This is an optimization exercise on Yosys and OpenROAD, whose aim is small area, a short achievable clock period and few clock cycles per item, not a production implementation. RTL that was checked went through simulation tests only; none was proved equivalent to the original. Function not checked in runs 3 to 5: the RTL went through the layout flow alone. Power and IR drop assume default switching activity.

## flow/config.mk

```make
export PLATFORM = sky130hd
export DESIGN_NAME = cordic
export DESIGN_NICKNAME = cordic
export VERILOG_FILES = /design/flow/design.v
export SDC_FILE = /design/flow/constraint.sdc
export NUM_CORES = 4
export LEC_CHECK = 0
export ABC_AREA = 1
export CAP_MARGIN = 20
export CORE_MARGIN = 2
export CORE_UTILIZATION = 40
export SETUP_SLACK_MARGIN = 2.4
export SLEW_MARGIN = 20
```

## flow/constraint.sdc

```tcl
create_clock -name core_clock -period 5.5 [get_ports {clk_i}]
set_input_delay 1.1000 -clock core_clock [delete_from_list [all_inputs] [get_ports {clk_i}]]
set_output_delay 1.1000 -clock core_clock [all_outputs]
set_load 0.01 [all_outputs]
```

## flow/design.v

```verilog
module cordic #(
    parameter int Width = 16
) (
    input  logic             clk_i,
    input  logic             rst_i,
    input  logic             start_cordic_i,
    input  logic [Width-1:0] x0_i,
    input  logic [Width-1:0] y0_i,
    input  logic [Width-1:0] z0_i,
    output logic [Width-1:0] xn_o,
    output logic [Width-1:0] yn_o,
    output logic [Width-1:0] zn_o,
    output logic             done_tick_cordic_o
);
  function automatic logic [15:0] atan(input logic [3:0] i);
    case (i)
      4'd0: atan = 16'h2D00;
      4'd1: atan = 16'h1A91;
      4'd2: atan = 16'h0E09;
      4'd3: atan = 16'h0720;
      4'd4: atan = 16'h0394;
      4'd5: atan = 16'h01CA;
      4'd6: atan = 16'h00E5;
      4'd7: atan = 16'h0073;
      4'd8: atan = 16'h0039;
      4'd9: atan = 16'h001D;
      4'd10: atan = 16'h000E;
      4'd11: atan = 16'h0007;
      4'd12: atan = 16'h0004;
      4'd13: atan = 16'h0002;
      4'd14: atan = 16'h0001;
      default: atan = 16'h0000;
    endcase
  endfunction
  function automatic logic [15:0] asr(input logic [15:0] v, input int k);
    for (int b = 0; b < 16; b++) asr[b] = (b + k > 15) ? v[15] : v[b + k];
  endfunction
  logic [15:0] x_q, y_q, z_q;
  logic        busy_q;   
  logic        done_q;
  logic neg;
  assign neg = z_q[15];
  logic [15:0] xi, yi;   
  assign xi = x_q ^ {16{neg}};
  assign yi = y_q ^ {16{~neg}};
  logic [15:0] xs, ys, az;
  logic [3:0] lo_q, hi_q;
  logic       last;
  assign last = hi_q[3] & lo_q[2];
  logic [15:0] xl, yl;
  always_comb begin
    xl = 16'd0;
    yl = 16'd0;
    for (int i = 0; i < 4; i++) begin
      xl = xl | ({16{lo_q[i]}} & asr(xi, i));
      yl = yl | ({16{lo_q[i]}} & asr(yi, i));
    end
    xs = 16'd0;
    ys = 16'd0;
    for (int i = 0; i < 4; i++) begin
      xs = xs | ({16{hi_q[i]}} & asr(xl, (4 * i)));
      ys = ys | ({16{hi_q[i]}} & asr(yl, (4 * i)));
    end
    az = 16'd0;
    for (int i = 0; i < 15; i++) begin
      az = az | ({16{hi_q[i/4] & lo_q[i%4]}} & atan(i));
    end
  end
  logic [15:0] x_d, y_d, z_d, azi;
  logic        cx, cy, cz;
  assign cx  = ~neg & busy_q;
  assign cy  = neg & busy_q;
  assign cz  = ~neg & busy_q;
  assign azi = az ^ {16{~neg & busy_q}};
  logic [16:0] x_g0, x_p0;
  assign x_g0 = {x_q & ys, cx};
  assign x_p0 = {x_q ^ ys, 1'b0};
  logic x_g0_, x_p0_;
  assign x_g0_ = x_g0[1] | (x_p0[1] & x_g0[0]);
  assign x_p0_ = x_p0[1] & x_p0[0];
  logic x_g1_, x_p1_;
  assign x_g1_ = x_g0[3] | (x_p0[3] & x_g0[2]);
  assign x_p1_ = x_p0[3] & x_p0[2];
  logic x_g2_, x_p2_;
  assign x_g2_ = x_g0[5] | (x_p0[5] & x_g0[4]);
  assign x_p2_ = x_p0[5] & x_p0[4];
  logic x_g3_, x_p3_;
  assign x_g3_ = x_g0[7] | (x_p0[7] & x_g0[6]);
  assign x_p3_ = x_p0[7] & x_p0[6];
  logic x_g4_, x_p4_;
  assign x_g4_ = x_g0[9] | (x_p0[9] & x_g0[8]);
  assign x_p4_ = x_p0[9] & x_p0[8];
  logic x_g5_, x_p5_;
  assign x_g5_ = x_g0[11] | (x_p0[11] & x_g0[10]);
  assign x_p5_ = x_p0[11] & x_p0[10];
  logic x_g6_, x_p6_;
  assign x_g6_ = x_g0[13] | (x_p0[13] & x_g0[12]);
  assign x_p6_ = x_p0[13] & x_p0[12];
  logic x_g7_, x_p7_;
  assign x_g7_ = x_g0[15] | (x_p0[15] & x_g0[14]);
  assign x_p7_ = x_p0[15] & x_p0[14];
  logic x_g8_, x_p8_;
  assign x_g8_ = x_g0[2] | (x_p0[2] & x_g0_);
  assign x_p8_ = x_p0[2] & x_p0_;
  logic x_g9_, x_p9_;
  assign x_g9_ = x_g1_ | (x_p1_ & x_g0_);
  assign x_p9_ = x_p1_ & x_p0_;
  logic x_g10_, x_p10_;
  assign x_g10_ = x_g0[6] | (x_p0[6] & x_g2_);
  assign x_p10_ = x_p0[6] & x_p2_;
  logic x_g11_, x_p11_;
  assign x_g11_ = x_g3_ | (x_p3_ & x_g2_);
  assign x_p11_ = x_p3_ & x_p2_;
  logic x_g12_, x_p12_;
  assign x_g12_ = x_g0[10] | (x_p0[10] & x_g4_);
  assign x_p12_ = x_p0[10] & x_p4_;
  logic x_g13_, x_p13_;
  assign x_g13_ = x_g5_ | (x_p5_ & x_g4_);
  assign x_p13_ = x_p5_ & x_p4_;
  logic x_g14_, x_p14_;
  assign x_g14_ = x_g0[14] | (x_p0[14] & x_g6_);
  assign x_p14_ = x_p0[14] & x_p6_;
  logic x_g15_, x_p15_;
  assign x_g15_ = x_g7_ | (x_p7_ & x_g6_);
  assign x_p15_ = x_p7_ & x_p6_;
  logic x_g16_, x_p16_;
  assign x_g16_ = x_g0[4] | (x_p0[4] & x_g9_);
  assign x_p16_ = x_p0[4] & x_p9_;
  logic x_g17_, x_p17_;
  assign x_g17_ = x_g2_ | (x_p2_ & x_g9_);
  assign x_p17_ = x_p2_ & x_p9_;
  logic x_g18_, x_p18_;
  assign x_g18_ = x_g10_ | (x_p10_ & x_g9_);
  assign x_p18_ = x_p10_ & x_p9_;
  logic x_g19_, x_p19_;
  assign x_g19_ = x_g11_ | (x_p11_ & x_g9_);
  assign x_p19_ = x_p11_ & x_p9_;
  logic x_g20_, x_p20_;
  assign x_g20_ = x_g0[12] | (x_p0[12] & x_g13_);
  assign x_p20_ = x_p0[12] & x_p13_;
  logic x_g21_, x_p21_;
  assign x_g21_ = x_g6_ | (x_p6_ & x_g13_);
  assign x_p21_ = x_p6_ & x_p13_;
  logic x_g22_, x_p22_;
  assign x_g22_ = x_g14_ | (x_p14_ & x_g13_);
  assign x_p22_ = x_p14_ & x_p13_;
  logic x_g23_, x_p23_;
  assign x_g23_ = x_g15_ | (x_p15_ & x_g13_);
  assign x_p23_ = x_p15_ & x_p13_;
  logic x_g24_, x_p24_;
  assign x_g24_ = x_g0[8] | (x_p0[8] & x_g19_);
  assign x_p24_ = x_p0[8] & x_p19_;
  logic x_g25_, x_p25_;
  assign x_g25_ = x_g4_ | (x_p4_ & x_g19_);
  assign x_p25_ = x_p4_ & x_p19_;
  logic x_g26_, x_p26_;
  assign x_g26_ = x_g12_ | (x_p12_ & x_g19_);
  assign x_p26_ = x_p12_ & x_p19_;
  logic x_g27_, x_p27_;
  assign x_g27_ = x_g13_ | (x_p13_ & x_g19_);
  assign x_p27_ = x_p13_ & x_p19_;
  logic x_g28_, x_p28_;
  assign x_g28_ = x_g20_ | (x_p20_ & x_g19_);
  assign x_p28_ = x_p20_ & x_p19_;
  logic x_g29_, x_p29_;
  assign x_g29_ = x_g21_ | (x_p21_ & x_g19_);
  assign x_p29_ = x_p21_ & x_p19_;
  logic x_g30_, x_p30_;
  assign x_g30_ = x_g22_ | (x_p22_ & x_g19_);
  assign x_p30_ = x_p22_ & x_p19_;
  logic x_g31_, x_p31_;
  assign x_g31_ = x_g23_ | (x_p23_ & x_g19_);
  assign x_p31_ = x_p23_ & x_p19_;
  logic x_g32_, x_p32_;
  assign x_g32_ = x_g0[16] | (x_p0[16] & x_g31_);
  assign x_p32_ = x_p0[16] & x_p31_;
  assign x_d[0] = x_p0[1] ^ x_g0[0];
  assign x_d[1] = x_p0[2] ^ x_g0_;
  assign x_d[2] = x_p0[3] ^ x_g8_;
  assign x_d[3] = x_p0[4] ^ x_g9_;
  assign x_d[4] = x_p0[5] ^ x_g16_;
  assign x_d[5] = x_p0[6] ^ x_g17_;
  assign x_d[6] = x_p0[7] ^ x_g18_;
  assign x_d[7] = x_p0[8] ^ x_g19_;
  assign x_d[8] = x_p0[9] ^ x_g24_;
  assign x_d[9] = x_p0[10] ^ x_g25_;
  assign x_d[10] = x_p0[11] ^ x_g26_;
  assign x_d[11] = x_p0[12] ^ x_g27_;
  assign x_d[12] = x_p0[13] ^ x_g28_;
  assign x_d[13] = x_p0[14] ^ x_g29_;
  assign x_d[14] = x_p0[15] ^ x_g30_;
  assign x_d[15] = x_p0[16] ^ x_g31_;
  logic [16:0] y_g0, y_p0;
  assign y_g0 = {y_q & xs, cy};
  assign y_p0 = {y_q ^ xs, 1'b0};
  logic y_g0_, y_p0_;
  assign y_g0_ = y_g0[1] | (y_p0[1] & y_g0[0]);
  assign y_p0_ = y_p0[1] & y_p0[0];
  logic y_g1_, y_p1_;
  assign y_g1_ = y_g0[3] | (y_p0[3] & y_g0[2]);
  assign y_p1_ = y_p0[3] & y_p0[2];
  logic y_g2_, y_p2_;
  assign y_g2_ = y_g0[5] | (y_p0[5] & y_g0[4]);
  assign y_p2_ = y_p0[5] & y_p0[4];
  logic y_g3_, y_p3_;
  assign y_g3_ = y_g0[7] | (y_p0[7] & y_g0[6]);
  assign y_p3_ = y_p0[7] & y_p0[6];
  logic y_g4_, y_p4_;
  assign y_g4_ = y_g0[9] | (y_p0[9] & y_g0[8]);
  assign y_p4_ = y_p0[9] & y_p0[8];
  logic y_g5_, y_p5_;
  assign y_g5_ = y_g0[11] | (y_p0[11] & y_g0[10]);
  assign y_p5_ = y_p0[11] & y_p0[10];
  logic y_g6_, y_p6_;
  assign y_g6_ = y_g0[13] | (y_p0[13] & y_g0[12]);
  assign y_p6_ = y_p0[13] & y_p0[12];
  logic y_g7_, y_p7_;
  assign y_g7_ = y_g0[15] | (y_p0[15] & y_g0[14]);
  assign y_p7_ = y_p0[15] & y_p0[14];
  logic y_g8_, y_p8_;
  assign y_g8_ = y_g0[2] | (y_p0[2] & y_g0_);
  assign y_p8_ = y_p0[2] & y_p0_;
  logic y_g9_, y_p9_;
  assign y_g9_ = y_g1_ | (y_p1_ & y_g0_);
  assign y_p9_ = y_p1_ & y_p0_;
  logic y_g10_, y_p10_;
  assign y_g10_ = y_g0[6] | (y_p0[6] & y_g2_);
  assign y_p10_ = y_p0[6] & y_p2_;
  logic y_g11_, y_p11_;
  assign y_g11_ = y_g3_ | (y_p3_ & y_g2_);
  assign y_p11_ = y_p3_ & y_p2_;
  logic y_g12_, y_p12_;
  assign y_g12_ = y_g0[10] | (y_p0[10] & y_g4_);
  assign y_p12_ = y_p0[10] & y_p4_;
  logic y_g13_, y_p13_;
  assign y_g13_ = y_g5_ | (y_p5_ & y_g4_);
  assign y_p13_ = y_p5_ & y_p4_;
  logic y_g14_, y_p14_;
  assign y_g14_ = y_g0[14] | (y_p0[14] & y_g6_);
  assign y_p14_ = y_p0[14] & y_p6_;
  logic y_g15_, y_p15_;
  assign y_g15_ = y_g7_ | (y_p7_ & y_g6_);
  assign y_p15_ = y_p7_ & y_p6_;
  logic y_g16_, y_p16_;
  assign y_g16_ = y_g0[4] | (y_p0[4] & y_g9_);
  assign y_p16_ = y_p0[4] & y_p9_;
  logic y_g17_, y_p17_;
  assign y_g17_ = y_g2_ | (y_p2_ & y_g9_);
  assign y_p17_ = y_p2_ & y_p9_;
  logic y_g18_, y_p18_;
  assign y_g18_ = y_g10_ | (y_p10_ & y_g9_);
  assign y_p18_ = y_p10_ & y_p9_;
  logic y_g19_, y_p19_;
  assign y_g19_ = y_g11_ | (y_p11_ & y_g9_);
  assign y_p19_ = y_p11_ & y_p9_;
  logic y_g20_, y_p20_;
  assign y_g20_ = y_g0[12] | (y_p0[12] & y_g13_);
  assign y_p20_ = y_p0[12] & y_p13_;
  logic y_g21_, y_p21_;
  assign y_g21_ = y_g6_ | (y_p6_ & y_g13_);
  assign y_p21_ = y_p6_ & y_p13_;
  logic y_g22_, y_p22_;
  assign y_g22_ = y_g14_ | (y_p14_ & y_g13_);
  assign y_p22_ = y_p14_ & y_p13_;
  logic y_g23_, y_p23_;
  assign y_g23_ = y_g15_ | (y_p15_ & y_g13_);
  assign y_p23_ = y_p15_ & y_p13_;
  logic y_g24_, y_p24_;
  assign y_g24_ = y_g0[8] | (y_p0[8] & y_g19_);
  assign y_p24_ = y_p0[8] & y_p19_;
  logic y_g25_, y_p25_;
  assign y_g25_ = y_g4_ | (y_p4_ & y_g19_);
  assign y_p25_ = y_p4_ & y_p19_;
  logic y_g26_, y_p26_;
  assign y_g26_ = y_g12_ | (y_p12_ & y_g19_);
  assign y_p26_ = y_p12_ & y_p19_;
  logic y_g27_, y_p27_;
  assign y_g27_ = y_g13_ | (y_p13_ & y_g19_);
  assign y_p27_ = y_p13_ & y_p19_;
  logic y_g28_, y_p28_;
  assign y_g28_ = y_g20_ | (y_p20_ & y_g19_);
  assign y_p28_ = y_p20_ & y_p19_;
  logic y_g29_, y_p29_;
  assign y_g29_ = y_g21_ | (y_p21_ & y_g19_);
  assign y_p29_ = y_p21_ & y_p19_;
  logic y_g30_, y_p30_;
  assign y_g30_ = y_g22_ | (y_p22_ & y_g19_);
  assign y_p30_ = y_p22_ & y_p19_;
  logic y_g31_, y_p31_;
  assign y_g31_ = y_g23_ | (y_p23_ & y_g19_);
  assign y_p31_ = y_p23_ & y_p19_;
  logic y_g32_, y_p32_;
  assign y_g32_ = y_g0[16] | (y_p0[16] & y_g31_);
  assign y_p32_ = y_p0[16] & y_p31_;
  assign y_d[0] = y_p0[1] ^ y_g0[0];
  assign y_d[1] = y_p0[2] ^ y_g0_;
  assign y_d[2] = y_p0[3] ^ y_g8_;
  assign y_d[3] = y_p0[4] ^ y_g9_;
  assign y_d[4] = y_p0[5] ^ y_g16_;
  assign y_d[5] = y_p0[6] ^ y_g17_;
  assign y_d[6] = y_p0[7] ^ y_g18_;
  assign y_d[7] = y_p0[8] ^ y_g19_;
  assign y_d[8] = y_p0[9] ^ y_g24_;
  assign y_d[9] = y_p0[10] ^ y_g25_;
  assign y_d[10] = y_p0[11] ^ y_g26_;
  assign y_d[11] = y_p0[12] ^ y_g27_;
  assign y_d[12] = y_p0[13] ^ y_g28_;
  assign y_d[13] = y_p0[14] ^ y_g29_;
  assign y_d[14] = y_p0[15] ^ y_g30_;
  assign y_d[15] = y_p0[16] ^ y_g31_;
  logic [16:0] z_g0, z_p0;
  assign z_g0 = {z_q & azi, cz};
  assign z_p0 = {z_q ^ azi, 1'b0};
  logic z_g0_, z_p0_;
  assign z_g0_ = z_g0[1] | (z_p0[1] & z_g0[0]);
  assign z_p0_ = z_p0[1] & z_p0[0];
  logic z_g1_, z_p1_;
  assign z_g1_ = z_g0[3] | (z_p0[3] & z_g0[2]);
  assign z_p1_ = z_p0[3] & z_p0[2];
  logic z_g2_, z_p2_;
  assign z_g2_ = z_g0[5] | (z_p0[5] & z_g0[4]);
  assign z_p2_ = z_p0[5] & z_p0[4];
  logic z_g3_, z_p3_;
  assign z_g3_ = z_g0[7] | (z_p0[7] & z_g0[6]);
  assign z_p3_ = z_p0[7] & z_p0[6];
  logic z_g4_, z_p4_;
  assign z_g4_ = z_g0[9] | (z_p0[9] & z_g0[8]);
  assign z_p4_ = z_p0[9] & z_p0[8];
  logic z_g5_, z_p5_;
  assign z_g5_ = z_g0[11] | (z_p0[11] & z_g0[10]);
  assign z_p5_ = z_p0[11] & z_p0[10];
  logic z_g6_, z_p6_;
  assign z_g6_ = z_g0[13] | (z_p0[13] & z_g0[12]);
  assign z_p6_ = z_p0[13] & z_p0[12];
  logic z_g7_, z_p7_;
  assign z_g7_ = z_g0[15] | (z_p0[15] & z_g0[14]);
  assign z_p7_ = z_p0[15] & z_p0[14];
  logic z_g8_, z_p8_;
  assign z_g8_ = z_g1_ | (z_p1_ & z_g0_);
  assign z_p8_ = z_p1_ & z_p0_;
  logic z_g9_, z_p9_;
  assign z_g9_ = z_g3_ | (z_p3_ & z_g2_);
  assign z_p9_ = z_p3_ & z_p2_;
  logic z_g10_, z_p10_;
  assign z_g10_ = z_g5_ | (z_p5_ & z_g4_);
  assign z_p10_ = z_p5_ & z_p4_;
  logic z_g11_, z_p11_;
  assign z_g11_ = z_g7_ | (z_p7_ & z_g6_);
  assign z_p11_ = z_p7_ & z_p6_;
  logic z_g12_, z_p12_;
  assign z_g12_ = z_g9_ | (z_p9_ & z_g8_);
  assign z_p12_ = z_p9_ & z_p8_;
  logic z_g13_, z_p13_;
  assign z_g13_ = z_g11_ | (z_p11_ & z_g10_);
  assign z_p13_ = z_p11_ & z_p10_;
  logic z_g14_, z_p14_;
  assign z_g14_ = z_g13_ | (z_p13_ & z_g12_);
  assign z_p14_ = z_p13_ & z_p12_;
  logic z_g15_, z_p15_;
  assign z_g15_ = z_g10_ | (z_p10_ & z_g12_);
  assign z_p15_ = z_p10_ & z_p12_;
  logic z_g16_, z_p16_;
  assign z_g16_ = z_g2_ | (z_p2_ & z_g8_);
  assign z_p16_ = z_p2_ & z_p8_;
  logic z_g17_, z_p17_;
  assign z_g17_ = z_g4_ | (z_p4_ & z_g12_);
  assign z_p17_ = z_p4_ & z_p12_;
  logic z_g18_, z_p18_;
  assign z_g18_ = z_g6_ | (z_p6_ & z_g15_);
  assign z_p18_ = z_p6_ & z_p15_;
  logic z_g19_, z_p19_;
  assign z_g19_ = z_g0[2] | (z_p0[2] & z_g0_);
  assign z_p19_ = z_p0[2] & z_p0_;
  logic z_g20_, z_p20_;
  assign z_g20_ = z_g0[4] | (z_p0[4] & z_g8_);
  assign z_p20_ = z_p0[4] & z_p8_;
  logic z_g21_, z_p21_;
  assign z_g21_ = z_g0[6] | (z_p0[6] & z_g16_);
  assign z_p21_ = z_p0[6] & z_p16_;
  logic z_g22_, z_p22_;
  assign z_g22_ = z_g0[8] | (z_p0[8] & z_g12_);
  assign z_p22_ = z_p0[8] & z_p12_;
  logic z_g23_, z_p23_;
  assign z_g23_ = z_g0[10] | (z_p0[10] & z_g17_);
  assign z_p23_ = z_p0[10] & z_p17_;
  logic z_g24_, z_p24_;
  assign z_g24_ = z_g0[12] | (z_p0[12] & z_g15_);
  assign z_p24_ = z_p0[12] & z_p15_;
  logic z_g25_, z_p25_;
  assign z_g25_ = z_g0[14] | (z_p0[14] & z_g18_);
  assign z_p25_ = z_p0[14] & z_p18_;
  logic z_g26_, z_p26_;
  assign z_g26_ = z_g0[16] | (z_p0[16] & z_g14_);
  assign z_p26_ = z_p0[16] & z_p14_;
  assign z_d[0] = z_p0[1] ^ z_g0[0];
  assign z_d[1] = z_p0[2] ^ z_g0_;
  assign z_d[2] = z_p0[3] ^ z_g19_;
  assign z_d[3] = z_p0[4] ^ z_g8_;
  assign z_d[4] = z_p0[5] ^ z_g20_;
  assign z_d[5] = z_p0[6] ^ z_g16_;
  assign z_d[6] = z_p0[7] ^ z_g21_;
  assign z_d[7] = z_p0[8] ^ z_g12_;
  assign z_d[8] = z_p0[9] ^ z_g22_;
  assign z_d[9] = z_p0[10] ^ z_g17_;
  assign z_d[10] = z_p0[11] ^ z_g23_;
  assign z_d[11] = z_p0[12] ^ z_g15_;
  assign z_d[12] = z_p0[13] ^ z_g24_;
  assign z_d[13] = z_p0[14] ^ z_g18_;
  assign z_d[14] = z_p0[15] ^ z_g25_;
  assign z_d[15] = z_p0[16] ^ z_g14_;
  always_ff @(posedge clk_i) begin
    if (start_cordic_i) begin
      x_q <= x0_i;
      y_q <= y0_i;
      z_q <= z0_i;
    end else begin
      x_q <= x_d;
      y_q <= y_d;
      z_q <= z_d;
    end
  end
  always_ff @(posedge clk_i, posedge rst_i) begin
    if (rst_i) begin
      lo_q   <= 4'd0;
      hi_q   <= 4'd0;
      busy_q <= 1'b0;
      done_q <= 1'b0;
    end else begin
      if (start_cordic_i) begin
        lo_q <= 4'd1;
        hi_q <= 4'd1;
      end else if (last) begin
        lo_q <= 4'd0;
        hi_q <= 4'd0;
      end else begin
        lo_q <= {lo_q[2:0], lo_q[3]};
        if (lo_q[3]) hi_q <= {hi_q[2:0], 1'b0};
      end
      busy_q <= start_cordic_i || (busy_q && !last);
      done_q <= busy_q && last && !start_cordic_i;
    end
  end
  assign xn_o = x_q;
  assign yn_o = y_q;
  assign zn_o = z_q;
  assign done_tick_cordic_o = done_q;
endmodule
```

## flow/flow/run.sh

```bash
#!/bin/bash
# The standard layout (the standard.sh), with two changes:
#  - synthesis maps additions to ordinary logic cells (ADDER_MAP_FILE empty,
#    so Yosys does not extract full/half-adder cells); registers are unchanged;
#  - the port buffers that placement inserts are the smallest buffer cell,
#    sky130_fd_sc_hd__buf_1, instead of the one OpenROAD picks by default.
#    Every input and output port still gets its buffer.
# Full output in standard.log.
set -euo pipefail
export ADDER_MAP_FILE=
export BUFFER_PORTS_ARGS="-buffer_cell sky130_fd_sc_hd__buf_1"
bash standard.sh > standard.log 2>&1
```

## flow/standard.sh

```bash
#!/bin/bash
# synth_recipe.tcl (not shown) runs the flow's synth.tcl, then flattens the netlist and writes it again
# the make line also repeats each setting of config.mk as NAME=value (left out here)
make -C /OpenROAD-flow-scripts/flow DESIGN_CONFIG=/design/flow/config.mk WORK_HOME=/design/flow/orfs CLKGATE_MAP_FILE= SYNTH_SCRIPT=/design/flow/synth_recipe.tcl "${@:-finish}"
```

==> results of run 1 <==
==> report_power, final <==
group	internal [mW]	switching (mW)	leakage, nW
registers	0.619	0.251	0.524
logic	1.30	2.49	3.53
clock network	0.316	0.227	0.123
total	2.23	2.97	4.17
==> critical path, delay by kind of cell (launching register included) <==
kind | cells | cell delay, ns
and+or+nand+nor | 13 | 1.17
buffers and inverters | 1 | 0.44
DFF | 1 | 0.77
AOI/OAI and AO/OA | 1 | 0.33
==> repair_timing <==
item,CTS,global route
gates resized for setup,2,9
endpoints found under the setup margin,26,33
buffers inserted,1,5
==> final cells by class <==
cell class	count	area, um^2
fillers	1928	8907
flip-flops and latches	58	1224
inverters	162	620.6
clock buffers	10	239.0
multi-input cells	1009	4568
repair buffers	109	471.7
well taps	220	275.3
clock inverters	6	42.54
==> synthesized netlist by cell type <==
library cell  instances  area [um^2]
dfxtp_1              48        960.9
o21a_1                3        22.52
nand2_1             505         1896
xor2_1               18        157.7
o21ai_2               4        35.03
o31ai_1               1        7.510
o211ai_1              2        15.01
nor2_2               11        68.82
o21ai_0              37        185.2
and2_1                2        12.51
nor2_4                2        22.52
nand2_4               3        33.78
dfrtp_1              10        250.2
o21bai_1              2        15.01
o211ai_2              1        12.51
nor2_1              127        476.7
a21boi_0              3        22.52
buf_4                 4        30.03
nand3_1             174        870.8
a21oi_1              27        135.1
a31oi_1               5        31.28
inv_1               141        529.3
inv_4                 1        6.260
nand2_2              23        143.9
nand3_2               1        10.01
nor3_1                4        20.02
nand3b_1              1        7.510
nand4_1              13        81.33
buf_6                 5        56.30
nor3_2                1        10.01
o21ai_1              17        85.08
nand2_8               1        20.02
buf_1                 4        15.01
buf_2                19        95.09
a21oi_2               1        8.760
clkbuf_1              9        33.78
and2_4                2        17.52
or2_1                 2        12.51
xnor2_1              11        96.34
inv_2                19        71.32
a21o_1                1        7.510
clkinv_1              1        3.750
or2_2                 4        25.02
==> state kept, by name, summed over array words and instances (netlist names) <==
signal,cells
z_q,16
done_q,1
hi_q,4
x_q,16
y_q,16
busy_q,1
lo_q,4
==> layout by cell type, fill, tap and decap left out, drive strengths merged <==
cell,netlist,routed
inv,161,160
xnor2,11,11
o21a,3,3
or2,6,6
o211ai,3,3
clkinv,1,3
o21bai,2,2
clkbuf,9,11
nor3,5,5
xor2,18,18
dfrtp,10,10
nand3,175,175
clkinvlp,0,5
and2,4,4
a21o,1,1
o31ai,1,1
nor2,140,140
buf,32,108
nand3b,1,1
o21ai,58,58
a31oi,5,5
nand4,13,13
dfxtp,48,48
a21oi,28,28
a21boi,3,3
nand2,532,532
==> per-stage QoR <==
step                      instances  cell area, um^2  util (%)
after global routing           1574             7441     45.52
after floorplan                1270             6618         -
after CTS                      1569             7380     45.14
after global placement         1552             7067     43.23
after detailed placement       1552             7067     43.23
final                          1574             7441     45.52
==> kinds of logic after synthesis <==
| kind of cell | Yosys count | synth area share (%) |
|---|---|---|
| buffers and inverters | 203 | 12.71 |
| AO/OA/AOI/OAI | 104 | 8.811 |
| AND/OR/NAND/NOR | 876 | 56.34 |
| XOR/XNOR | 29 | 3.838 |
| flip-flops | 58 | 18.30 |
==> per-layer routing <==
| metal | vias to the layer above | GRT usage, % | share of wire, % |
|---|---|---|---|
| met5 | - | 0 | 0 |
| met2 | 211 | 34.95 | 42 |
| li1 | 4116 | - | - |
| met3 | 23 | 3.908 | 5.8 |
| met1 | 3243 | 33.88 | 51 |
| met4 | 0 | 7.168 | 1.8 |
==> worst paths after layout <==
| check | cells past startpoint | end | slack (ns) | startpoint |
|---|---|---|---|---|
| max reg2reg | 15 | x_q[15]$_DFF_P_ | 2.68 | hi_q[2]$_DFFE_PP0P_ |
| max | 15 | x_q[15]$_DFF_P_ | 2.68 | hi_q[2]$_DFFE_PP0P_ |
| max in group asynchronous | 2 | lo_q[0]$_DFF_PP0_ | 4.44 | rst_i |
| min | 2 | z_q[0]$_DFF_P_ | 0.52 | z_q[0]$_DFF_P_ |
| min reg2reg | 2 | z_q[0]$_DFF_P_ | 0.52 | z_q[0]$_DFF_P_ |
| min in group asynchronous | 2 | hi_q[3]$_DFFE_PP0P_ | 0.72 | rst_i |
==> summary.txt, run 1 <==
status -> timing/DRC/antenna clean
die area -> 17590 um^2
post-synthesis cell type count -> 43
Sinks on Clock Net -> 58
synthesis warning total -> 1
area of the mapped netlist -> 6618 um^2
maximum vdd drop -> 244.3 uV
Min Hold Slack -> 0.5233 ns
Antenna Cells -> 0
Max H-tree Level -> 3
CP peak stage delay -> 0.77 ns
Fmax -> 0.3547 GHz
Worst Clk Skew -> 0.008720 ns
initial antenna violation count -> 0
Final Slew Violations -> 0
Critical Path AT -> 3.06 ns
Placement Setup Slack -> 2.006 ns
Tot Pwr -> 5.202 mW
first-pass GRT wire length -> 33.23 mm
synthesized area per cell -> 5.211 um^2
minimum clock period -> 2.820 ns
largest net degree at the start of global routing -> 58
Final Cycle Share -> 51.27%
CP Max Fanout -> 16
Net Count, Synth -> 1321
root buffer cell -> clkbuf_16
WL/cell -> 13.01 um
vias per std cell -> 4.824
wirelength, routed -> 20.47 mm
clock insertion delay at the later pin of the skew report -> 0.35 ns
Final nets -> 1400
hpwl dp -> 15.22 mm
final setup TNS -> 0 ns
Worst Path Required -> 5.74 ns
clock buffer depth -> 2
TritonRoute pass-1 iters -> 6
cts hold-fix bufs -> 0
Crit path top cell by count -> nand2_1
CP Class -> flip-flop to flip-flop
sequential-to-total area share from yosys stat -> 18.30%
Core Region -> 16350 um^2
Slowest-stage cell, CP -> dfrtp_1
Hold Vio Cnt, Final -> 0
GR Overflow Total -> 0
Vias -> 7593
vias in the first global route -> 6620
CTS buffer count -> 9
row count -> 47
# IOs -> 100
routability congestion estimate -> 0.9813
PwrDens -> 699.2 nW/um^2
Leakage -> 4.173 nW
Port Buffers -> 99
Residual DRC -> 0
clk slew on worst S/H paths -> 0.06 ns
CTS tree -> done
area grow syn2layout -> 12.44%
RSZ-0062 raised after global routing -> false
Mapped Cells -> 1270
Slew @ Worst Pin -> 0.9037 ns
ordered cell list for the critical path -> clkinv_1, nor2_1, nor2_1, nand2_1, nor2_1, o21ai_1, nand2_1, nand2_2, nand2_2, nand2_4, nand2_1, nand2_1, nand2_1, nand3_1, nand2_1
width of the die -> 132.6 um
GRT Overall Usage -> 23.27%
CP endpoint kind -> flip-flop
CP Launch Type -> flip-flop
worst min-delay path class -> flip-flop to flip-flop
fraction of layout cells with a size suffix above 1 -> 7.976%
Yosys reg bits -> 58
max-cap viol count -> 0
setup slack after layout -> 2.680 ns
Die Height -> 132.6 um
Starting Density -> 40.48%
ANT nets after route -> 0
Final setup viols -> 0
Initial DRC Count -> 544
max-slew headroom at the worst pin -> 39.66%
Testbench counts, summed over its fixed seeds: cycles 8,200, items 512.
==> run 2: changes to the inputs <==
--- a/flow/config.mk
+++ b/flow/config.mk
@@ -10,4 +10,6 @@
 export CORE_MARGIN = 2
-export CORE_UTILIZATION = 40
-export SETUP_SLACK_MARGIN = 2.4
+export CORE_UTILIZATION = 60
+export CTS_CLUSTER_DIAMETER = 200
+export CTS_CLUSTER_SIZE = 60
+export SETUP_SLACK_MARGIN = 2.6
 export SLEW_MARGIN = 20
==> run 2 against run 1 <==
  * Via count increased by 4.0%
  * First-iteration DRC count is 11% higher
  * Critical endpoint is now y_q[8]$_DFF_P_
  * Still clean
  * Area after synthesis unchanged
  * Critical path depth rose by 6
  * Clock skew up 0.0015 ns
  * Setup slack better by 0.10 ns
  * Highest routed layer unchanged
  * Clock-buffer cell count grew 1
  * Combinational power increased by 2%
  * Wire length fell by 3.7%
==> summary.txt, run 2 <==
top-count cell post-synth -> nand2_1
synthesized area per cell -> 5.211 um^2 (unchanged)
Crit path top cell by count -> nand2_1
post-synthesis xor/xnor area fraction -> 3.838% (unchanged)
P_int -> 2.181 mW (-2.3%)
post-synthesis mux area share -> 0% (unchanged)
Final Cycle Share -> 49.44% (-1.8 points)
worst min-delay path class -> flip-flop to flip-flop
Yosys reg bits -> 58 (unchanged)
Die Height -> 109.0 um (-18%)
Net Count, Synth -> 1321 (unchanged)
GR Overflow Total -> 0 (unchanged)
CP Max Fanout -> 12 (-4)
Starting Density -> 61.31% (+21 points)
Synth top area share -> 28.64% (unchanged)
largest net degree at the start of global routing -> 58 (unchanged)
Fmax -> 0.3677 GHz (+3.7%)
Hold Vio Cnt, Final -> 0 (unchanged)
Residual DRC -> 0 (unchanged)
row count -> 38 (-19%)
asr flop ratio synth -> 17.24% (unchanged)
Initial DRC Count -> 604 (+11%)
commonest non-fill, non-tap cell in the layout -> nand2_1
CP Launch Type -> flip-flop
Slew @ Worst Pin -> 0.8449 ns (-0.05880 ns)
area grow syn2layout -> 11.27%
Most used DFF post-synth -> dfxtp_1
Sinks on Clock Net -> 58 (unchanged)
CP top delay family -> simple AND/OR/NAND/NOR gates
final core occ -> 68.22% (+23 points)
Mapped Cells -> 1270 (unchanged)
hpwl dp -> 14.09 mm (-7.4%)
vias in the first global route -> 7061 (+6.7%)
clock buffer depth -> 2 (unchanged)
TritonRoute pass-1 iters -> 5 (-1)
Final nets -> 1404 (+0.29%)
area of the mapped netlist -> 6618 um^2 (unchanged)
Worst Path Required -> 5.77 ns (+0.03 ns)
setup slack after layout -> 2.781 ns (+0.1002 ns)
Cells after DPL -> 1472 (-5.2%)
Core Region -> 10790 um^2 (-34%)
clk slew on worst S/H paths -> 0.08 ns (+0.02 ns)
die area -> 11890 um^2 (-32%)
status -> timing/DRC/antenna clean
PwrDens -> 699.8 nW/um^2 (about the same)
CP peak stage delay -> 0.49 ns (-0.28 ns)
most common library cells after synthesis -> nand2_1, nand3_1, inv_1, nor2_1, dfxtp_1
GRT Overall Usage -> 33.74% (+10 points)
root buffer cell -> clkbuf_8
wirelength, routed -> 19.72 mm (-3.7%)
Final setup viols -> 0 (unchanged)
non-filler instance count after layout -> 1498 (-4.8%)
maximum vdd drop -> 403.5 uV (+65%)
global routing met3 resource utilization -> 5.081% (+1.2 points)
share of total power in the clock network -> 8.7% (-1.7 points)
sequential-to-total area share from yosys stat -> 18.30% (unchanged)
minimum clock period -> 2.719 ns (-0.1002 ns)
Critical Path AT -> 2.99 ns (-0.07 ns)
Vias -> 7897 (+4.0%)
first-pass GRT wire length -> 31.89 mm (-4.0%)
top cells by area, synth -> nand2_1, dfxtp_1, nand3_1, inv_1, nor2_1
routability congestion estimate -> 0.9737 (-0.77%)
Min Hold Slack -> 0.5297 ns (+0.006452 ns)
simple-gate share of the synthesized area -> 56.34% (unchanged)
max-cap viol count -> 0 (unchanged)
# IOs -> 100 (unchanged)
Port Buffers -> 99 (unchanged)
post-synthesis cell type count -> 43 (unchanged)
Leakage -> 4.182 nW (+0.20%)
synthesis warning total -> 1 (unchanged)
RSZ-0062 raised after global routing -> false
ANT nets after route -> 0 (unchanged)
most frequent cells in the layout -> nand2_1, nand3_1, inv_1, nor2_1, buf_1
width of the die -> 109.0 um (-18%)
GR peak layer -> met2
Antenna Cells -> 0 (unchanged)
CP endpoint kind -> flip-flop
Worst Clk Skew -> 0.01017 ns (+0.001451 ns)
leading area contributor after synthesis -> nand2_1
number of synthesized flops with an enable pin -> 0 (unchanged)
Post-Synth Adder-Cell Area -> 0% (unchanged)
Final Slew Violations -> 0 (unchanged)
Placement Setup Slack -> 2.077 ns (+0.07086 ns)
max-slew headroom at the worst pin -> 43.59% (+3.9 points)
Buf+Inv Stages, Crit Path -> 2 (+1)
CTS buffer count -> 9 (unchanged)
vias per std cell -> 5.272 (+9.3%)
clock insertion delay at the later pin of the skew report -> 0.38 ns (+0.03 ns)
sequential share of power -> 16.5% (-0.2 points)
WL/cell -> 13.16 um (+1.2%)
net switching power figure -> 2.972 mW (about the same)
Max H-tree Level -> 3 (unchanged)
Comb power frac -> 74.8% (+2.0 points)
final setup TNS -> 0 ns (unchanged)
CTS tree -> done
met2 usage -> 55.90% (+21 points)
combinational family with the most area after synthesis -> simple AND/OR/NAND/NOR gates
post-synthesis compound-gate area fraction -> 8.811% (unchanged)
top flop regs -> x_q: 16 flops, y_q: 16 flops, z_q: 16 flops
Slowest-stage cell, CP -> dfxtp_4
CP Class -> flip-flop to flip-flop
sw frac -> 57.67% (+0.58 points)
met1 Resource Use GR -> 42.00% (+8.1 points)
ordered cell list for the critical path -> buf_6, nand2_1, and2_4, nand2_1, nand2_1, nor2_2, nor2_1, nor2_2, nand2_1, nand2_2, nand2_1, inv_2, nand2_1, nor2_2, nand2_4, nand2_8, nand2_2, nand2_1, nand2_1, nand3_1, nand2_1
fraction of layout cells with a size suffix above 1 -> 9.278% (+1.3 points)
initial antenna violation count -> 0 (unchanged)
## run 2: routing by layer
| layer | vias up | part of all wire [%] |
|---|---|---|
| met5 | - | 0 |
| met4 | 0 | 3.2 |
| met3 | 56 | 7.3 |
| met2 | 334 | 45 |
| met1 | 3369 | 44 |
| li1 | 4138 | - |
## run 2: cell families after synthesis
family | Yosys count
compound gates | 104
flops | 58
simple gates | 876
xor+xnor | 29
buf+inv | 203
## run 2: worst paths after layout
check                                     start                end  slack, ns  cells after the start
worst max-delay path            z_q[15]$_DFF_P_     y_q[8]$_DFF_P_       2.78                     21
max in group asynchronous                 rst_i  lo_q[2]$_DFF_PP0_       4.50                      2
worst min register to register   z_q[0]$_DFF_P_     z_q[0]$_DFF_P_       0.53                      2
min in group asynchronous                 rst_i  lo_q[3]$_DFF_PP0_       0.68                      2
worst min-delay path             z_q[0]$_DFF_P_     z_q[0]$_DFF_P_       0.53                      2
worst max register to register  z_q[15]$_DFF_P_     y_q[8]$_DFF_P_       2.78                     21
## run 2: through the flow
step | area, um^2 | power (mW)
5_1_grt | 7363 | 5.772
3_3_place_gp | 6967 | 4.494
2_1_floorplan | 6618 | 3.842
3_5_place_dp | 6967 | 4.542
4_1_cts | 7213 | 5.039
6_report | 7363 | 5.153
## run 2: worst min-delay path: cells and delay by family (launching register included)
kind            cells  cell delay (ns)
flops               1             0.34
simple gates        1             0.08
compound gates      1             0.07
## run 2: power by group through the flow
stage	registers, mW	clock network (mW)	logic [mW]
2_1_floorplan	0.867	0	2.98
3_3_place_gp	0.887	0	3.61
3_5_place_dp	0.890	0	3.65
4_1_cts	0.862	0.450	3.73
5_1_grt	0.884	0.460	4.43
6_report	0.851	0.449	3.85
## run 2: timing repair
item / in CTS / in global routing
hold buffers: 0 / 0
pin swaps: 0 / 1
setup endpoints to repair: 35 / 32
buffers inserted: 1 / 9
resized for setup: 4 / 26
## run 2: layout make-up
| class | instances | area (um^2) |
|---|---|---|
| Inverter | 162 | 620.6 |
| Clock inverter | 5 | 61.31 |
| Multi-Input combinational cell | 1009 | 4617 |
| Fill cell | 1093 | 3430 |
| Sequential cell | 58 | 1229 |
| Clock buffer | 11 | 151.4 |
| Timing Repair Buffer | 113 | 509.2 |
| Tap cell | 140 | 175.2 |
==> run 3: changes to the inputs <==
--- a/flow/design.v
+++ b/flow/design.v
@@ -43,4 +43,4 @@
   logic [15:0] xi, yi;   
-  assign xi = x_q ^ {16{neg}};
-  assign yi = y_q ^ {16{~neg}};
+  assign xi = x_q;
+  assign yi = y_q;
   logic [15:0] xs, ys, az;
@@ -74,5 +74,10 @@
   assign azi = az ^ {16{~neg & busy_q}};
+  logic [15:0] mxs, mys, xsi, ysi;
+  assign mys = {16{cx}};
+  assign mxs = {16{cy}};
+  assign ysi = ys ^ mys;
+  assign xsi = xs ^ mxs;
   logic [16:0] x_g0, x_p0;
-  assign x_g0 = {x_q & ys, cx};
-  assign x_p0 = {x_q ^ ys, 1'b0};
+  assign x_g0 = {x_q & ysi, cx};
+  assign x_p0 = {x_q ^ ysi, 1'b0};
   logic x_g0_, x_p0_;
@@ -193,4 +198,4 @@
   logic [16:0] y_g0, y_p0;
-  assign y_g0 = {y_q & xs, cy};
-  assign y_p0 = {y_q ^ xs, 1'b0};
+  assign y_g0 = {y_q & xsi, cy};
+  assign y_p0 = {y_q ^ xsi, 1'b0};
   logic y_g0_, y_p0_;
--- a/flow/config.mk
+++ b/flow/config.mk
@@ -11,4 +11,2 @@
 export CORE_UTILIZATION = 60
-export CTS_CLUSTER_DIAMETER = 200
-export CTS_CLUSTER_SIZE = 60
 export SETUP_SLACK_MARGIN = 2.6
==> run 3 against run 2 <==
  * Cell count fell by 0.73%
  * Critical endpoint is now x_q[8]$_DFF_P_
  * Die area decreased by 1.4%
  * Global-route usage down 0.92 points
  * Setup slack improved by 0.041 ns
  * Still clean
  * Hold slack lost 0.0014 ns
==> summary.txt, run 3 <==
area grow syn2layout -> 11.06%
Net Count, Synth -> 1307 (-1.1%)
row count -> 38 (unchanged)
number of synthesized flops with an enable pin -> 0 (unchanged)
Slowest-stage cell, CP -> dfrtp_4
Worst Hold Depth -> 2 (unchanged)
Worst Clk Skew -> 0.01223 ns (+0.002054 ns)
top-count cell post-synth -> nand2_1
Antenna Cells -> 0 (unchanged)
Yosys reg bits -> 58 (unchanged)
commonest non-fill, non-tap cell in the layout -> nand2_1
CP peak stage delay -> 0.58 ns (+0.09 ns)
Critical Path AT -> 2.94 ns (-0.05 ns)
ordered cell list for the critical path -> buf_4, nand2_1, o21ai_1, nor2_2, nor2_1, nor2_1, nand2_1, nand2_1, nand3_1, nand2_1, nand2_1, a21oi_2, nand2_2, nand2_1, nand3_1, nand3_1, nand2_1
synthesized area per cell -> 5.190 um^2 (-0.40%)
status -> timing/DRC/antenna clean
Fmax -> 0.3734 GHz (+1.5%)
Starting Density -> 60.94% (-0.38 points)
P_int -> 2.020 mW (-7.4%)
Synth top area share -> 28.45% (-0.20 points)
vias per std cell -> 5.328 (+1.1%)
CTS buffer count -> 9 (unchanged)
PwrDens -> 670.7 nW/um^2 (-4.2%)
R2R setup slack -> 2.82 ns (+0.04 ns)
ANT nets after route -> 0 (unchanged)
TritonRoute pass-1 iters -> 5 (unchanged)
post-synthesis xor/xnor area fraction -> 4.568% (+0.73 points)
Final Cycle Share -> 48.70% (-0.75 points)
max-cap viol count -> 0 (unchanged)
width of the die -> 108.2 um (-0.72%)
Comb power frac -> 74.1% (-0.7 points)
leading area contributor after synthesis -> nand2_1
clk slew on worst S/H paths -> 0.08 ns (about the same)
die area -> 11710 um^2 (-1.4%)
post-synthesis cell type count -> 37 (-14%)
clock buffer depth -> 2 (unchanged)
most common library cells after synthesis -> nand2_1, nor2_1, nand3_1, inv_1, o21ai_0
fraction of layout cells with a size suffix above 1 -> 6.978% (-2.3 points)
CP Class -> flip-flop to flip-flop
Leakage -> 4.093 nW (-2.1%)
Initial DRC Count -> 711 (+18%)
most frequent cells in the layout -> nand2_1, nor2_1, nand3_1, inv_1, buf_1
initial antenna violation count -> 0 (unchanged)
sw frac -> 58.40% (+0.73 points)
final setup TNS -> 0 ns (unchanged)
R2R depth -> 17 (-19%)
combinational family with the most area after synthesis -> simple AND/OR/NAND/NOR gates
Final setup viols -> 0 (unchanged)
synthesis warning total -> 1 (unchanged)
FF-to-FF End -> x_q[8]$_DFF_P_
root buffer cell -> clkbuf_8
RSZ-0062 raised after global routing -> true
top flop regs -> x_q: 16 flops, y_q: 16 flops, z_q: 16 flops
net switching power figure -> 2.836 mW (-4.6%)
Max H-tree Level -> 3 (unchanged)
worst min-delay path class -> flip-flop to flip-flop
r2r startpoint -> lo_q[1]$_DFF_PP0_
routability congestion estimate -> 0.9622 (-1.2%)
top cells by area, synth -> nand2_1, dfxtp_1, nand3_1, nor2_1, inv_1
CP Max Fanout -> 13 (+1)
crit path from -> lo_q[1]$_DFF_PP0_
# IOs -> 100 (unchanged)
WHS Endpoint -> z_q[0]$_DFF_P_
wirelength, routed -> 19.25 mm (-2.4%)
CP Launch Type -> flip-flop
Worst Path Required -> 5.76 ns (about the same)
largest net degree at the start of global routing -> 57 (-1.7%)
Residual DRC -> 0 (unchanged)
Crit path top cell by count -> nand2_1
simple-gate share of the synthesized area -> 53.44% (-2.9 points)
post-synthesis compound-gate area fraction -> 10.88% (+2.1 points)
Slew @ Worst Pin -> 0.8401 ns (-0.004781 ns)
Most used DFF post-synth -> dfxtp_1
max-slew headroom at the worst pin -> 43.93% (+0.34 points)
post-synthesis mux area share -> 0% (unchanged)
hpwl dp -> 13.91 mm (-1.3%)
Post-Synth Adder-Cell Area -> 0% (unchanged)
share of total power in the clock network -> 7.8% (-0.9 points)
minimum clock period -> 2.678 ns (-0.04121 ns)
vias in the first global route -> 6797 (-3.7%)
Core Region -> 10700 um^2 (-0.88%)
Tot Pwr -> 4.856 mW (-5.8%)
WL/cell -> 12.94 um (-1.7%)
Vias -> 7923 (+0.33%)
CTS tree -> done
Die Height -> 108.2 um (-0.72%)
Sinks on Clock Net -> 58 (unchanged)
area of the mapped netlist -> 6519 um^2 (-1.5%)
sequential share of power -> 18.1% (+1.6 points)
worst hold start -> z_q[0]$_DFF_P_
Final nets -> 1393 (-0.78%)
Hold Vio Cnt, Final -> 0 (unchanged)
Mapped Cells -> 1256 (-1.1%)
first-pass GRT wire length -> 30.66 mm (-3.9%)
clock insertion delay at the later pin of the skew report -> 0.38 ns (about the same)
asr flop ratio synth -> 17.24% (unchanged)
Port Buffers -> 99 (unchanged)
GR Overflow Total -> 0 (unchanged)
sequential-to-total area share from yosys stat -> 18.58% (+0.28 points)
cts hold-fix bufs -> 0 (unchanged)
CP endpoint kind -> flip-flop
GRT Overall Usage -> 32.82% (-0.92 points)
Final Slew Violations -> 0 (unchanged)
maximum vdd drop -> 409.1 uV (+1.4%)
run 3: timing repair:
item,CTS,global route
cloned,0,1
setup buffers,0,9
resized for setup,5,39
pin swaps,0,2
endpoints found under the setup margin,23,30
run 3: cell type report:
| class | instances | area, um^2 |
|---|---|---|
| clock buffer | 10 | 137.6 |
| tap | 140 | 175.2 |
| inverter | 149 | 590.6 |
| timing repair buffer | 115 | 539.3 |
| fill | 1093 | 3458 |
| clock inverter | 6 | 42.54 |
| multi-input combinational | 1009 | 4529 |
| sequential | 58 | 1225 |
run 3: worst max-delay path, delay by kind of cell, from the launching register on:
kind	cells	cell delay, ns
buf+inv	1	0.23
flops	1	0.58
compound gates	2	0.28
simple gates	14	1.45
run 3: cells by family after synthesis:
kind of cell           count (synthesis)
AO/OA/AOI/OAI                        130
XOR/XNOR                              34
AND/OR/NAND/NOR                      845
buffers and inverters                189
flip-flops                            58
run 3: worst max path at each step:
stage	to	slack, ns
2_1_floorplan	y_q[14]$_DFF_P_	3.38
3_3_place_gp	z_q[4]$_DFF_P_	2.40
3_5_place_dp	z_q[4]$_DFF_P_	2.41
4_1_cts	z_q[15]$_DFF_P_	2.64
5_1_grt	x_q[8]$_DFF_P_	2.58
6_report	x_q[8]$_DFF_P_	2.82
run 3: power by group through the flow:
stage | Clock (mW) | Combinational (mW) | Sequential, mW
6_report | 0.381 | 3.60 | 0.879
5_1_grt | 0.404 | 4.15 | 0.904
4_1_cts | 0.386 | 3.51 | 0.870
3_5_place_dp | 0 | 3.48 | 0.877
3_3_place_gp | 0 | 3.44 | 0.878
2_1_floorplan | 0 | 2.77 | 0.875
run 3: stage by stage:
stage                     std cells  utilization, %  hold slack [ns]  setup WS [ns]  cell area [um^2]
after detailed placement       1461           64.07           0.5170          2.413              6854
after CTS                      1477           65.85           0.5282          2.641              7044
final                          1487           67.67           0.5283          2.822              7239
after global placement         1461           64.07           0.5113          2.395              6854
after global routing           1487           67.67           0.5702          2.576              7239
after floorplan                1256               -           0.5140          3.379              6519
run 3: metal layers:
metal	track usage (%)	share of wire, %	up-vias
met5	0	0	-
met4	16.58	3.3	0
met3	3.677	6.8	52
met2	55.75	46	335
met1	41.09	44	3436
li1	-	-	4100
==> run 4: changes to the inputs <==
--- a/flow/config.mk
+++ b/flow/config.mk
@@ -11,3 +11,3 @@
 export CORE_UTILIZATION = 60
-export SETUP_SLACK_MARGIN = 2.6
+export SETUP_SLACK_MARGIN = 2.5
 export SLEW_MARGIN = 20
==> run 4 against run 3 <==
  * Global-route usage did not move
  * Register-to-register slack lost 0.06 ns
  * Critical path depth shrank 1
  * Wire length down 2.1%
  * Cell area fell by 1.6%
  * Clock-buffer cell count stayed put
  * Total power shrank 0.75%
  * Critical endpoint is now z_q[15]$_DFF_P_
  * Largest cell class unchanged
  * Largest power group unchanged
==> summary.txt, run 4 <==
R2R depth -> 16 (-1)
Worst Hold Depth -> 2 (unchanged)
number of synthesized flops with an enable pin -> 0 (unchanged)
non-filler instance count after layout -> 1480 (-0.47%)
max-cap viol count -> 0 (unchanged)
Vias -> 7787 (-1.7%)
r2r startpoint -> busy_q$_DFF_PP0_
CP endpoint kind -> flip-flop
initial antenna violation count -> 0 (unchanged)
WHS Endpoint -> z_q[0]$_DFF_P_
RSZ-0062 raised after global routing -> false
sequential-to-total area share from yosys stat -> 18.58% (unchanged)
clock insertion delay at the later pin of the skew report -> 0.38 ns (about the same)
Yosys reg bits -> 58 (unchanged)
minimum clock period -> 2.738 ns (+0.05981 ns)
Starting Density -> 60.94% (unchanged)
Net Count, Synth -> 1307 (unchanged)
most frequent cells in the layout -> nand2_1, nor2_1, nand3_1, inv_1, buf_1
most common library cells after synthesis -> nand2_1, nor2_1, nand3_1, inv_1, o21ai_0
max-slew headroom at the worst pin -> 43.88% (-0.054 points)
Die Height -> 108.2 um (unchanged)
Mapped Cells -> 1256 (unchanged)
GRT Overall Usage -> 32.82% (unchanged)
CTS tree -> done
clk slew on worst S/H paths -> 0.08 ns (about the same)
commonest non-fill, non-tap cell in the layout -> nand2_1
multi-input logic area -> 4511 um^2 (-0.41%)
Fillers -> 1116 (+2.1%)
die area -> 11710 um^2 (unchanged)
Final setup viols -> 0 (unchanged)
Core Region -> 10700 um^2 (unchanged)
top flop regs -> x_q: 16 flops, y_q: 16 flops, z_q: 16 flops
fraction of layout cells with a size suffix above 1 -> 5.896% (-1.1 points)
Cells after DPL -> 1461 (unchanged)
Slew @ Worst Pin -> 0.8409 ns (+0.0008057 ns)
Residual DRC -> 0 (unchanged)
Hold Vio Cnt, Final -> 0 (unchanged)
Final Cycle Share -> 49.78% (+1.1 points)
synthesized area per cell -> 5.190 um^2 (unchanged)
largest net degree at the start of global routing -> 57 (unchanged)
ordered cell list for the critical path -> inv_1, nor2_4, buf_6, inv_6, xor2_1, or2_2, nand2_1, nor2_1, a21oi_1, nand2_1, nand2_1, nand2_2, nand2_1, nand3_1, nand3_1, nand2_1
hpwl dp -> 13.91 mm (unchanged)
Fmax -> 0.3652 GHz (-2.2%)
area grow syn2layout -> 9.271%
Slowest-stage cell, CP -> dfrtp_1
Port Buffers -> 99 (unchanged)
ANT nets after route -> 0 (unchanged)
Worst Path Required -> 5.77 ns (about the same)
WL/cell -> 12.73 um (-1.7%)
Sequential Area -> 1221 um^2 (-0.31%)
CP Launch Type -> flip-flop
first-pass GRT wire length -> 30.66 mm (unchanged)
PwrDens -> 676.6 nW/um^2 (+0.87%)
area of the mapped netlist -> 6519 um^2 (unchanged)
post-synthesis cell type count -> 37 (unchanged)
Final Slew Violations -> 0 (unchanged)
TritonRoute pass-1 iters -> 5 (unchanged)
vias in the first global route -> 6797 (unchanged)
top cells by area, synth -> nand2_1, dfxtp_1, nand3_1, nor2_1, inv_1
Min Hold Slack -> 0.5263 ns (-0.002041 ns)
R2R setup slack -> 2.76 ns (-0.06 ns)
Crit path top cell by count -> nand2_1
CTS buffer count -> 9 (unchanged)
routability congestion estimate -> 0.9622 (unchanged)
CP Class -> flip-flop to flip-flop
synthesis warning total -> 1 (unchanged)
worst min-delay path class -> flip-flop to flip-flop
wirelength, routed -> 18.84 mm (-2.1%)
setup slack after layout -> 2.762 ns (-0.05981 ns)
CP Max Fanout -> 37 (+24)
cts hold-fix bufs -> 0 (unchanged)
Antenna Cells -> 0 (unchanged)
Sinks on Clock Net -> 58 (unchanged)
root buffer cell -> clkbuf_8
GR Overflow Total -> 0 (unchanged)
status -> timing/DRC/antenna clean
leading area contributor after synthesis -> nand2_1
asr flop ratio synth -> 17.24% (unchanged)
# IOs -> 100 (unchanged)
Final nets -> 1386 (-0.50%)
Synth top area share -> 28.45% (unchanged)
final setup TNS -> 0 ns (unchanged)
Most used DFF post-synth -> dfxtp_1
Critical Path AT -> 3.01 ns (+0.07 ns)
Initial DRC Count -> 617 (-13%)
maximum vdd drop -> 407.3 uV (-0.43%)
CP peak stage delay -> 0.38 ns (-0.20 ns)
row count -> 38 (unchanged)
Worst Clk Skew -> 0.01339 ns (+0.001162 ns)
clock buffer depth -> 2 (unchanged)
vias per std cell -> 5.261 (-1.3%)
top-count cell post-synth -> nand2_1
FF-to-FF End -> z_q[15]$_DFF_P_
width of the die -> 108.2 um (unchanged)
Max H-tree Level -> 3 (unchanged)
worst hold start -> z_q[0]$_DFF_P_
Leakage -> 4.040 nW (-1.3%)
Placement Setup Slack -> 2.413 ns (unchanged)
## run 4: cell counts after synthesis
No cell type changed its count.
## run 4: area by class of cell
type / instances / area share [%]
Tap cell: 140 / 2.459
Multi-Input combinational cell: 1009 / 63.32
Inverter: 149 / 8.150
Clock buffer: 10 / 1.932
Sequential cell: 58 / 17.14
Timing Repair Buffer: 108 / 6.394
Clock inverter: 6 / 0.5972
## run 4: what timing repair did
action | CTS | global route
pin swaps | 0 | 0
gates resized for setup | 3 | 24
buffers inserted | 0 | 3
endpoints found under the setup margin | 16 | 26
## run 4: critical path, delay by kind of cell (launching register included)
family          cells  cell delay, ns
flops               1            0.38
buf+inv             3            0.59
compound gates      1            0.31
xor+xnor            1            0.21
simple gates       11            1.11
## run 4: how the worst max path moves through the flow
stage	endpoint	slack, ns	startpoint	depth (start not counted)
6_report	z_q[15]$_DFF_P_	2.76	busy_q$_DFF_PP0_	16
3_3_place_gp	z_q[4]$_DFF_P_	2.40	start_cordic_i	7
3_5_place_dp	z_q[4]$_DFF_P_	2.41	start_cordic_i	7
2_1_floorplan	y_q[14]$_DFF_P_	3.38	lo_q[3]$_DFF_PP0_	20
5_1_grt	z_q[15]$_DFF_P_	2.49	lo_q[3]$_DFF_PP0_	21
4_1_cts	y_q[9]$_DFF_P_	2.54	lo_q[3]$_DFF_PP0_	18
## run 4: metal layers
layer	track usage [%]	part of all wire, %	up-vias
met5	0	0	-
met4	16.58	3.0	0
met3	3.677	6.6	43
met2	55.75	47	289
met1	41.09	44	3365
li1	-	-	4090
## run 4: cells by family after synthesis
kind of cell / count (synthesis) / share of synthesized area, %
DFF: 58 / 18.58
buffers and inverters: 189 / 12.53
AOI/OAI and AO/OA: 130 / 10.88
xor gates and xnor gates: 34 / 4.568
and+or+nand+nor: 845 / 53.44
## run 4: stage by stage
step           instance area (um^2)  power (mW)  utilization [%]
2_1_floorplan                  6519       3.643                -
3_3_place_gp                   6854       4.320            64.07
3_5_place_dp                   6854       4.359            64.07
4_1_cts                        7039       4.764            65.80
5_1_grt                        7123       5.415            66.58
6_report                       7123       4.819            66.58
## run 4: power by group
part / switching, mW / total [mW] / internal [mW]
logic: 2.34 / 3.56 / 1.21
registers: 0.270 / 0.882 / 0.612
clock network: 0.204 / 0.379 / 0.175
==> run 5: changes to the inputs <==
--- a/flow/config.mk
+++ b/flow/config.mk
@@ -11,3 +11,3 @@
 export CORE_UTILIZATION = 60
-export SETUP_SLACK_MARGIN = 2.5
+export SETUP_SLACK_MARGIN = 2.7
 export SLEW_MARGIN = 20
==> run 5 against run 4 <==
  * Combinational power up 6.5%
  * Utilization rose by 3.3 points
  * Setup slack better by 0.063 ns
  * First-iteration DRC count grew 48%
  * Cell area grew 4.9%
  * Largest cell class unchanged
  * Clock-buffer cell count is the same
==> summary.txt, run 5 <==
Port Buffers -> 99 (unchanged)
largest net degree at the start of global routing -> 57 (unchanged)
Net Count, Synth -> 1307 (unchanged)
final setup TNS -> 0 ns (unchanged)
Critical Path AT -> 2.95 ns (-0.06 ns)
ordered cell list for the critical path -> nand2_1, inv_1, nor3b_2, xor2_1, nor2_1, nor2_1, nand2_1, nor2_1, nand2_1, nand2_1, nand2_1, nand2_2, nand2_1, nand2_1, nand2_1, nand3_1, nand2_1
max-cap viol count -> 0 (unchanged)
most common library cells after synthesis -> nand2_1, nor2_1, nand3_1, inv_1, o21ai_0
PwrDens -> 675.7 nW/um^2 (-0.13%)
combinational family with the most area after synthesis -> simple AND/OR/NAND/NOR gates
Initial DRC Count -> 914 (+48%)
number of synthesized flops with an enable pin -> 0 (unchanged)
worst min-delay path class -> flip-flop to flip-flop
root buffer cell -> clkbuf_8
max-slew headroom at the worst pin -> 58.76% (+15 points)
Starting Density -> 60.94% (unchanged)
Core Region -> 10700 um^2 (unchanged)
Fmax -> 0.3738 GHz (+2.4%)
Buf+Inv Stages, Crit Path -> 1 (-2)
commonest non-fill, non-tap cell in the layout -> nand2_1
most frequent cells in the layout -> nand2_1, nand3_1, nor2_1, inv_1, buf_1
Residual DRC -> 0 (unchanged)
Max H-tree Level -> 3 (unchanged)
asr flop ratio synth -> 17.24% (unchanged)
Final setup viols -> 0 (unchanged)
Worst Path Required -> 5.77 ns (about the same)
Yosys reg bits -> 58 (unchanged)
top-count cell post-synth -> nand2_1
CP top delay family -> simple AND/OR/NAND/NOR gates
Crit path top cell by count -> nand2_1
CTS tree -> done
TritonRoute pass-1 iters -> 6 (+1)
fraction of layout cells with a size suffix above 1 -> 10.07% (+4.2 points)
Slowest-stage cell, CP -> dfrtp_4
width of the die -> 108.2 um (unchanged)
die area -> 11710 um^2 (unchanged)
non-filler instance count after layout -> 1500 (+1.4%)
routability congestion estimate -> 0.9622 (unchanged)
CP peak stage delay -> 0.57 ns (+0.19 ns)
row count -> 38 (unchanged)
status -> timing/DRC/antenna clean
CP Launch Type -> flip-flop
Die Height -> 108.2 um (unchanged)
GR Overflow Total -> 0 (unchanged)
first-pass GRT wire length -> 30.62 mm (-0.11%)
vias in the first global route -> 6798 (+0.015%)
Antenna Cells -> 0 (unchanged)
post-synthesis compound-gate area fraction -> 10.88% (unchanged)
CP Max Fanout -> 8 (-78%)
top cells by area, synth -> nand2_1, dfxtp_1, nand3_1, nor2_1, inv_1
Most used DFF post-synth -> dfxtp_1
Post-Synth Adder-Cell Area -> 0% (unchanged)
post-synthesis xor/xnor area fraction -> 4.568% (unchanged)
Slew @ Worst Pin -> 0.6186 ns (-0.2223 ns)
cts hold-fix bufs -> 0 (unchanged)
RSZ-0062 raised after global routing -> true
area grow syn2layout -> 14.61%
GRT Overall Usage -> 32.77% (-0.051 points)
post-synthesis cell type count -> 37 (unchanged)
Leakage -> 4.178 nW (+3.4%)
clock insertion delay at the later pin of the skew report -> 0.38 ns (about the same)
Vias -> 8045 (+3.3%)
area of the mapped netlist -> 6519 um^2 (unchanged)
CTS buffer count -> 9 (unchanged)
Final nets -> 1406 (+1.4%)
initial antenna violation count -> 0 (unchanged)
Synth top area share -> 28.45% (unchanged)
Hold Vio Cnt, Final -> 0 (unchanged)
simple-gate share of the synthesized area -> 53.44% (unchanged)
Final Cycle Share -> 48.63% (-1.1 points)
Worst Hold Depth -> 2 (unchanged)
wirelength, routed -> 20.14 mm (+6.9%)
ANT nets after route -> 0 (unchanged)
Final Slew Violations -> 0 (unchanged)
WL/cell -> 13.43 um (+5.5%)
Mapped Cells -> 1256 (unchanged)
clock buffer depth -> 2 (unchanged)
leading area contributor after synthesis -> nand2_1
CP Class -> flip-flop to flip-flop
post-synthesis mux area share -> 0% (unchanged)
hpwl dp -> 13.91 mm (unchanged)
Sinks on Clock Net -> 58 (unchanged)
R2R depth -> 17 (+1)
clk slew on worst S/H paths -> 0.08 ns (about the same)
# IOs -> 100 (unchanged)
top flop regs -> x_q: 16 flops, y_q: 16 flops, z_q: 16 flops
Worst Clk Skew -> 0.01191 ns (-0.001475 ns)
CP endpoint kind -> flip-flop
sequential-to-total area share from yosys stat -> 18.58% (unchanged)
Cells after DPL -> 1461 (unchanged)
vias per std cell -> 5.363 (+1.9%)
Min Hold Slack -> 0.5262 ns (-0.0001050 ns)
minimum clock period -> 2.675 ns (-0.06314 ns)
synthesis warning total -> 1 (unchanged)
synthesized area per cell -> 5.190 um^2 (unchanged)
maximum vdd drop -> 415.4 uV (+2.0%)
critical path depth -> 17 (+1)
[run 5: path summary, 6_finish.rpt]
path	start	endpoint	slack, ns
max in group asynchronous	rst_i	lo_q[2]$_DFF_PP0_	4.53
worst max-delay path	lo_q[1]$_DFF_PP0_	z_q[15]$_DFF_P_	2.83
worst min-delay path	z_q[0]$_DFF_P_	z_q[0]$_DFF_P_	0.53
worst max register to register	lo_q[1]$_DFF_PP0_	z_q[15]$_DFF_P_	2.83
min in group asynchronous	rst_i	busy_q$_DFF_PP0_	0.65
worst min register to register	z_q[0]$_DFF_P_	z_q[0]$_DFF_P_	0.53
[run 5: stage by stage]
step	cell area (um^2)	setup slack, ns	utilization (%)	power [mW]
6_report	7471	2.825	69.84	5.048
5_1_grt	7471	2.640	69.84	5.627
4_1_cts	7058	2.699	65.98	4.770
3_5_place_dp	6854	2.413	64.07	4.359
3_3_place_gp	6854	2.395	64.07	4.320
2_1_floorplan	6519	3.379	-	3.643
[run 5: layout make-up]
cell class              instances  area (um^2)
multi-input cells            1009         4646
well taps                     140        175.2
repair buffers                127        639.4
repair inverters                1        5.005
clock buffers                  10        137.6
fillers                      1056         3227
clock inverters                 6        42.54
flip-flops and latches         58         1227
inverters                     149        598.1
[run 5: timing repair]
| action | 4_1_cts | 5_1_grt |
|---|---|---|
| hold endpoints to repair | 0 | 0 |
| pin swaps | 0 | 8 |
| resized for setup | 11 | 75 |
| buffers inserted | 0 | 21 |
| gates cloned | 0 | 2 |
| endpoints found under the setup margin | 29 | 34 |
[run 5: kinds of logic after synthesis]
group / after synthesis
compound gates: 130
flops: 58
simple gates: 845
buf+inv: 189
xor+xnor: 34
[run 5: report_power, final]
part	internal, mW	leakage, nW	switching (mW)
Sequential	0.612	0.521	0.267
Clock	0.175	0.0882	0.205
Combinational	1.32	3.57	2.46
[run 5: worst register-to-register path, delay by kind of cell (launching register included)]
kind | cells | cell delay, ns
XOR/XNOR | 1 | 0.22
buffers and inverters | 1 | 0.11
AND/OR/NAND/NOR | 15 | 1.69
flip-flops | 1 | 0.57
[run 5: metal layers]
metal	up-vias	track usage, %	share of wire (%)
met1	3470	41.16	42
met3	73	3.556	7.5
li1	4128	-	-
met5	-	0	0
met4	0	16.48	3.7
met2	374	55.62	47

==> port drivers added, routing unchanged <==
The results above use ideal ports. As a check the final layouts listed here were re-extracted and re-timed, cells and wires unchanged.
Step 1 sets driving cells, clkbuf_16 on the clock port and buf_2 on the other inputs (assumed; they add their load-dependent delay and slew).
Step 2 moves the port delays by t, midway between the first and last clock arrival at a register: inputs arrive t later, outputs are due t later. That takes back most of the time a late clock gives input paths.
Slacks: ideal ports / drivers / drivers and shift; pairs: ideal ports / drivers.
| run | t (ns) | setup slack, ns | worst hold slack (ns) | worst data-port slew with drivers (ns) |
|---|---|---|---|---|
| run 1 | 0.388 | 2.680 / 2.680 / 2.680 | 0.523 / 0.523 / 0.523 | 0.03 |
| run 2 | 0.413 | 2.781 / 2.781 / 2.750 | 0.530 / 0.530 / 0.530 | 0.03 |
| run 3 | 0.408 | 2.822 / 2.822 / 2.447 | 0.528 / 0.528 / 0.528 | 0.03 |
| run 4 | 0.407 | 2.762 / 2.762 / 2.454 | 0.526 / 0.526 / 0.526 | 0.03 |
| run 5 | 0.409 | 2.825 / 2.825 / 2.574 | 0.526 / 0.526 / 0.526 | 0.03 |
After both steps every run listed still meets setup and hold. The setup slack of run 3, which loses most, moves by 0.000 ns with the drivers and by -0.375 ns with both steps.
